From an optimization exercise on the open Yosys and OpenROAD flow, aimed at small area; shortcuts taken in it are not production practice.
Only simulation tests tie the RTL to the original design; equivalence was not proved.
No driver is modelled on the clock port, so clocking that relies on it looks cheaper here than on a real chip.
Power and IR drop assume default switching activity.

== v6 ==
## topROM
module topROM #(parameter FPGAFREQ = 2_000)(
    input logic CLK,
    input logic nRST,
    input logic nPBTON,
    output logic HS,
    output logic VS,
    output logic [11:0] RGB
);
Size in the first run: about 470 cells after synthesis, ~17 I/O pins, ~3100 um^2 of cells after synthesis.
==> flow/config.mk <==
export PLATFORM = sky130hd
export DESIGN_NAME = topROM
export DESIGN_NICKNAME = topROM
export VERILOG_FILES = /design/flow/design.v
export SDC_FILE = /design/flow/constraint.sdc
export NUM_CORES = 4
export LEC_CHECK = 0
export CAP_MARGIN = 20
export CORE_MARGIN = 2
export CORE_UTILIZATION = 40
export SLEW_MARGIN = 20
==> flow/constraint.sdc <==
create_clock -name core_clock -period 20.0 [get_ports {CLK}]
set_input_delay 4.0000 -clock core_clock [delete_from_list [all_inputs] [get_ports {CLK}]]
set_output_delay 4.0000 -clock core_clock [all_outputs]
set_load 0.01 [all_outputs]
standard.sh (not shown) runs the stock make flow with config.mk's settings and CLKGATE_MAP_FILE= SYNTH_SCRIPT=/design/flow/synth_recipe.tcl, a recipe that flattens the netlist after the stock synthesis.
==> flow/flow/run.sh <==
#!/bin/bash
# Standard ORFS layout, with the combinational logic of the standard
# synthesis re-mapped by ABC for area. Registers (names, count, cell types)
# are left exactly as the standard synthesis made them.
set -euo pipefail
W=$(pwd)
F=$W/flow
LIB=$FLOW_HOME/platforms/$FLOW_PLATFORM/lib/sky130_fd_sc_hd__tt_025C_1v80.lib
R=$W/orfs/results/$FLOW_PLATFORM/topROM/base
YOSYS=$(command -v yosys || echo $FLOW_HOME/../tools/install/yosys/bin/yosys)

# 1. the standard synthesis, unchanged
bash standard.sh synth > $W/log_std_synth.txt 2>&1

# 2. re-map the combinational cells: each library cell is replaced by its
#    logic function, then ABC maps the logic again with an area script.
#    Runs with different seeds, four at a time: sixteen start from the
#    standard netlist, then four rounds of four start from the smallest
#    netlist so far, half of them with another pre-optimisation script
#    (remap2.abc). The smallest netlist is kept.
python3 $F/gen_combmap.py $LIB $W/comb_map.v > $W/log_combmap.txt 2>&1
cp $R/1_2_yosys.v $W/std_1_2_yosys.v

remap() {  # remap SEED INPUT [SCRIPT]
  sed "s/SEED/$1/" $F/${3:-remap.abc} > $W/remap_$1.abc
  $YOSYS -l $W/log_remap_$1.txt -p "read_liberty -lib $LIB; read_verilog $2; hierarchy -top $FLOW_TOP; techmap -map $W/comb_map.v; techmap; opt -purge; abc -liberty $LIB $(cat $F/dontuse.txt) -script $W/remap_$1.abc; opt_clean -purge; hilomap -singleton -hicell sky130_fd_sc_hd__conb_1 HI -locell sky130_fd_sc_hd__conb_1 LO; insbuf -buf sky130_fd_sc_hd__buf_4 A X; check -assert -mapped; tee -o $W/remap_stat_$1.txt stat -liberty $LIB; write_verilog -noattr -nohex -nodec $W/remap_$1.v" > /dev/null 2>&1 || true
}
smallest() {  # smallest SEEDS...
  for s in "$@"; do
    if [ -s $W/remap_$s.v ] && [ -s $W/remap_stat_$s.txt ]; then
      echo "$(grep 'Chip area' $W/remap_stat_$s.txt | awk '{print $NF}') $s"
    fi
  done | sort -g | awk 'NR==1{print $2}'
}

for batch in "1 2 3 4" "5 6 7 8" "9 10 11 12" "13 14 15 16"; do
  for s in $batch; do remap $s $W/std_1_2_yosys.v & done
  wait
done
best=$(smallest $(seq 1 16))
echo "round 1: $best" > $W/log_remap_best.txt
for round in 2 3 4 5; do
  start=$best
  remap $((round * 10 + 1)) $W/remap_$start.v &
  remap $((round * 10 + 2)) $W/remap_$start.v remap2.abc &
  remap $((round * 10 + 3)) $W/remap_$start.v &
  remap $((round * 10 + 4)) $W/remap_$start.v remap2.abc &
  wait
  best=$(smallest $start $((round * 10 + 1)) $((round * 10 + 2)) $((round * 10 + 3)) $((round * 10 + 4)))
  echo "round $round: $best" >> $W/log_remap_best.txt
done
cp $W/remap_$best.v $R/1_2_yosys.v
rm -f $R/1_synth.odb

# 3. the rest of the standard layout from the re-mapped netlist, with the
#    smallest buffer on each port and a clock tree built by hand before the
#    CTS step (flow/pre_cts.tcl): the clock port drives one root buffer, so
#    the CTS step finds no clock net to buffer
export BUFFER_PORTS_ARGS="-buffer_cell sky130_fd_sc_hd__buf_1"
export PRE_CTS_TCL=$F/pre_cts.tcl
export CTS_ARGS="-clk_nets CLK -dont_use_dummy_load"
bash standard.sh finish > $W/log_std_finish.txt 2>&1
Other scripts of this flow, unchanged in this note and not shown: flow/flow/dontuse.txt, flow/flow/gen_combmap.py, flow/flow/pre_cts.tcl, flow/flow/remap.abc, flow/flow/remap2.abc
The inputs of v7 differ from those of v6 as listed below.
diff --git a/flow/design.v b/flow/design.v
--- a/flow/design.v
+++ b/flow/design.v
@@ -108,55 +108,40 @@
             ge = kl[i] ? (x[i] & ge) : (x[i] | ge);
             le = kh[i] ? (~x[i] | le) : (~x[i] & le);
         end
         inr5 = ge & le;
     endfunction
     logic [4:0] k, a;
     logic i1;            
-    logic band;          
     always_comb begin
         i1 = 1'b0;
-        band = 1'b0;
-        k = 5'd0;
-        if (p < 10'd56)
+        if (p < 10'd48)
             k = 5'd10;               
-        else if (p < 10'd86) begin
+        else if (p < 10'd86)
             k = 5'd9;                
-            band = 1'b1;
-        end else if (p < 10'd112) begin
+        else if (p < 10'd128) begin
             k = 5'd0;                
             i1 = 1'b1;
-            band = 1'b1;
-        end else if (p < 10'd136)
-            k = 5'd0;                
-        else if (p < 10'd164) begin
+        end else if (p < 10'd164)
             k = 5'd25;               
-            band = 1'b1;
-        end else if (p < 10'd192) begin
+        else if (p < 10'd256) begin
             k = 5'd16;               
             i1 = 1'b1;
-            band = 1'b1;
-        end else if (p < 10'd400)
+        end else if (p < 10'd384)
             k = 5'd12;               
-        else if (p < 10'd424) begin
+        else if (p < 10'd424)
             k = 5'd29;               
-            band = 1'b1;
-        end else if (p < 10'd456) begin
+        else if (p < 10'd464) begin
             k = 5'd20;               
             i1 = 1'b1;
-            band = 1'b1;
-        end else if (p < 10'd480)
-            k = 5'd0;                
-        else if (p < 10'd504) begin
+        end else if (p < 10'd504)
             k = 5'd13;               
-            band = 1'b1;
-        end else if (p < 10'd536) begin
+        else if (p < 10'd544) begin
             k = 5'd4;                
             i1 = 1'b1;
-            band = 1'b1;
         end else if (p < 10'd592)
             k = 5'd6;                
         else
             k = 5'd24;               
         a = p[4:0] - k;
     end
     logic [3:0] dg;
@@ -187,18 +172,19 @@
     assign yg = inr(v, 23, 27);
     assign yd = inr(v, 40, 45);
     assign yu = inr(v, 5, 27);
     assign yl = inr(v, 23, 45);
     assign paint7 = (xf & ((sa & ya) | (sg & yg) | (sd & yd))) |
                     (xr & ((sb & yu) | (sc & yl))) |
                     (xl & ((sf & yu) | (se & yl)));
-    logic yok, y10;
+    logic band, yok, y10;
     logic j0, j1, j3;
     logic [4:0] ky, b;
     logic cellcol, vbarcol, hrow, vrow, cellrow, diag, s34;
+    assign band = inr(p, 56, 111) | inr(p, 136, 191) | inr(p, 400, 455) | inr(p, 480, 535);
     assign y10 = p < 10'd128;                    
     assign yok = v < 10'd96;
     always_comb begin
         j0 = 1'b0;
         j1 = 1'b0;
         j3 = 1'b0;
         if (y10 ? (v < 10'd32) : (v < 10'd28)) begin
Results
Compared with v6, v7 shows a lower first-iteration DRC count. Top achievable clock speed on v7 is down relative to v6. The run showing the greater number of diodes added for antenna fixing is v7. Delta(met2 wirelength from detailed routing, v7 - v6) > 0. v6 leaves more setup margin than v7. The core utilization was comparable across v6 and v7. Looking at v6 and v7, the number of nets at the end of the flow is a wash.

---

Setup of v19:
Another version of the RTL of topROM (not shown whole).
For scale: about 500 cells after synthesis, ~17 I/O pins, roughly 3100 sq um of cells after synthesis.
==> flow/config.mk <==
export PLATFORM = sky130hd
export DESIGN_NAME = topROM
export DESIGN_NICKNAME = topROM
export VERILOG_FILES = /design/flow/design.v
export SDC_FILE = /design/flow/constraint.sdc
export NUM_CORES = 4
export LEC_CHECK = 0
export CAP_MARGIN = 20
export CORE_MARGIN = 2
export CORE_UTILIZATION = 40
export SLEW_MARGIN = 20
==> flow/constraint.sdc <==
create_clock -name core_clock -period 20.0 [get_ports {CLK}]
set_input_delay 4.0000 -clock core_clock [delete_from_list [all_inputs] [get_ports {CLK}]]
set_output_delay 4.0000 -clock core_clock [all_outputs]
set_load 0.01 [all_outputs]
==> flow/flow/run.sh <==
#!/bin/bash
# Standard ORFS layout, with the combinational logic of the standard
# synthesis re-mapped by ABC for area. Registers (names, count, cell types)
# are left exactly as the standard synthesis made them.
set -euo pipefail
W=$(pwd)
F=$W/flow
LIB=$FLOW_HOME/platforms/$FLOW_PLATFORM/lib/sky130_fd_sc_hd__tt_025C_1v80.lib
R=$W/orfs/results/$FLOW_PLATFORM/topROM/base
YOSYS=$(command -v yosys || echo $FLOW_HOME/../tools/install/yosys/bin/yosys)

# 1. the standard synthesis, unchanged
bash standard.sh synth > $W/log_std_synth.txt 2>&1

# 2. re-map the combinational cells: each library cell is replaced by its
#    logic function, then ABC maps the logic again with an area script;
#    eight runs with different seeds, four at a time, keeping the smallest
#    netlist
python3 $F/gen_combmap.py $LIB $W/comb_map.v > $W/log_combmap.txt 2>&1
cp $R/1_2_yosys.v $W/std_1_2_yosys.v
for s in 1 2 3 4 5 6 7 8; do
  sed "s/SEED/$s/" $F/remap.abc > $W/remap_$s.abc
  $YOSYS -l $W/log_remap_$s.txt -p "read_liberty -lib $LIB; read_verilog $W/std_1_2_yosys.v; hierarchy -top $FLOW_TOP; techmap -map $W/comb_map.v; techmap; opt -purge; abc -liberty $LIB $(cat $F/dontuse.txt) -script $W/remap_$s.abc; opt_clean -purge; hilomap -singleton -hicell sky130_fd_sc_hd__conb_1 HI -locell sky130_fd_sc_hd__conb_1 LO; insbuf -buf sky130_fd_sc_hd__buf_4 A X; check -assert -mapped; tee -o $W/remap_stat_$s.txt stat -liberty $LIB; write_verilog -noattr -nohex -nodec $W/remap_$s.v" > /dev/null 2>&1 &
  if [ $s = 4 ]; then wait; fi
done
wait
best=$(for s in 1 2 3 4 5 6 7 8; do if [ -s $W/remap_$s.v ]; then echo "$(grep 'Chip area' $W/remap_stat_$s.txt | awk '{print $NF}') $s"; fi; done | sort -g | awk 'NR==1{print $2}')
echo "best seed $best" > $W/log_remap_best.txt
cp $W/remap_$best.v $R/1_2_yosys.v
rm -f $R/1_synth.odb

# 3. the rest of the standard layout from the re-mapped netlist, with the
#    smallest buffer on each port and no dummy loads in the clock tree
export BUFFER_PORTS_ARGS="-buffer_cell sky130_fd_sc_hd__buf_1"
export CTS_ARGS="-sink_clustering_enable -repair_clock_nets -dont_use_dummy_load -buf_list {sky130_fd_sc_hd__clkbuf_4 sky130_fd_sc_hd__clkbuf_8}"
bash standard.sh finish > $W/log_std_finish.txt 2>&1
Other scripts of this flow, unchanged in this note and not shown: flow/flow/dontuse.txt, flow/flow/gen_combmap.py, flow/flow/remap.abc
No stage failed in v19, and the final checks on the layout all came back clean.
## Diff of input files: v29 against v19
--- a/flow/design.v
+++ b/flow/design.v
@@ -113,34 +113,34 @@
     logic [4:0] k, a;
     logic i1;            
     always_comb begin
         i1 = 1'b0;
         if (p < 10'd48)
             k = 5'd10;               
         else if (p < 10'd86)
-            k = 5'd9;                
+            k = 5'd0;                
         else if (p < 10'd128) begin
-            k = 5'd0;                
+            k = 5'd23;               
             i1 = 1'b1;
         end else if (p < 10'd164)
-            k = 5'd25;               
+            k = 5'd16;               
         else if (p < 10'd256) begin
-            k = 5'd16;               
+            k = 5'd7;                
             i1 = 1'b1;
         end else if (p < 10'd384)
             k = 5'd12;               
         else if (p < 10'd424)
-            k = 5'd29;               
+            k = 5'd20;               
         else if (p < 10'd464) begin
-            k = 5'd20;               
+            k = 5'd11;               
             i1 = 1'b1;
         end else if (p < 10'd504)
-            k = 5'd13;               
+            k = 5'd4;                
         else if (p < 10'd544) begin
-            k = 5'd4;                
+            k = 5'd27;               
             i1 = 1'b1;
         end else if (p < 10'd592)
             k = 5'd6;                
         else
             k = 5'd24;               
         a = p[4:0] - k;
     end
@@ -197,28 +197,21 @@
             ky = y10 ? 5'd20 : 5'd15;        
         else begin
             ky = y10 ? 5'd7 : 5'd2;          
             j3 = 1'b1;
         end
         b = v[4:0] - ky;
     end
-    logic [4:0] u;
-    logic [2:0] m;
-    logic [3:0] t;
-    assign cellcol = (a >= 5'd23) | (a <= 5'd10);
-    assign vbarcol = inr5(a, 11, 13) | inr5(a, 20, 22);
+    assign cellcol = a < 5'd20;
+    assign vbarcol = inr5(a, 20, 22) | (a >= 5'd29);
     assign hrow = (j0 & (b >= 5'd29)) | ((j1 | j3) & inr5(b, 16, 18));
     assign vrow = ~b[4];
     assign cellrow = ~b[4] & (b[3:0] != 4'd0);
-    assign u = a[4] ? 5'd0 - a : a;
-    assign m = b[2:0] ^ {3{~b[3]}};
-    assign t = u[3:0] - {1'b0, m};
-    assign dg1 = ((t == 4'd15) | (t <= 4'd2)) & cellcol &
-                 ~(inr5(a, 23, 26) & ((b[3:0] <= 4'd3) | (b[3:0] == 4'd15))) &
-                 ~(~i1 & j1 & (b[3:0] == 4'd15));
+    localparam logic [1023:0] DIAG = 1024'h40026006700e781e3c3c1e780ff007e003c007e00ff01e783c3c781e700060004000000000000000000000000000000000000000000000000000000000008000c002e006f00e781e3c3c1e780ff007e003c007e00ff01e783c3c781e7000600040000000;
+    assign dg1 = DIAG[{~i1 & j1, a, b[3:0]}];
     assign dg2 = 1'b0;
     assign s34 = band & yok & ((cellcol & hrow) | (vbarcol & vrow) | (cellrow & (dg1 | dg2)));
     logic img;
     logic [4:0] ix;
     assign ix = a;
     assign img = inr(p, 300, 331) & (
             (((v == 10'd12)) & (inr5(ix, 12, 19))) |
Findings:
In v29, the layout buffering overhead excluding clock cells came out 0.22 points below the value in v19. v29 -> v19: total of endpoints with negative setup slack in the final report flat. Compared to v19, v29 has worst hold slack 0.010 ns lower. Largest incremental delay on the critical path in v29 is 0.02 ns lower than in v19. Going from v19 to v29, cell total after placement shrinks by 5. Summary of v29 over v19: final cell count without fillers fell by 5; horizontal die dimension stayed essentially flat; clock power share fell by 1.6 points; final worst slack fell by 0.13 ns; count of buffers not belonging to the clock network in the layout fell by 1. Any difference in die area between v19 and v29 is small enough to ignore. Compared with v19, v29 shows via count of the first global-routing pass that has gone down slightly.

==> port drivers added, routing unchanged <==
In the flow no input, the clock included, has a driving cell. The finished layouts below were timed again as built, in two steps.
Step 1: set_driving_cell puts a clkbuf_16 on CLK and a buf_2 on each other input, an assumption about the parent block.
Step 2 moves the port delays by t, midway between the first and last clock arrival at a register: inputs arrive t later, outputs are due t later. That takes back most of the time a late clock gives input paths.
a / b / c = ideal ports / drivers / drivers and shift; a / b = the first two.
run	shift t [ns]	slack for setup (ns)	latest minus earliest clock arrival (ns)	worst data-port slew with drivers (ns)	cell pins on the clock port's net
v6	0.492	10.159 / 10.137 / 10.629	0.029 / 0.028	0.03	1
v7	0.485	9.137 / 9.112 / 9.598	0.019 / 0.019	0.03	1
v19	0.311	9.996 / 9.964 / 10.276	0.023 / 0.023	0.03	1
v29	0.308	9.869 / 9.839 / 10.147	0.034 / 0.034	0.03	1
After both steps setup and hold are still met in every run listed.
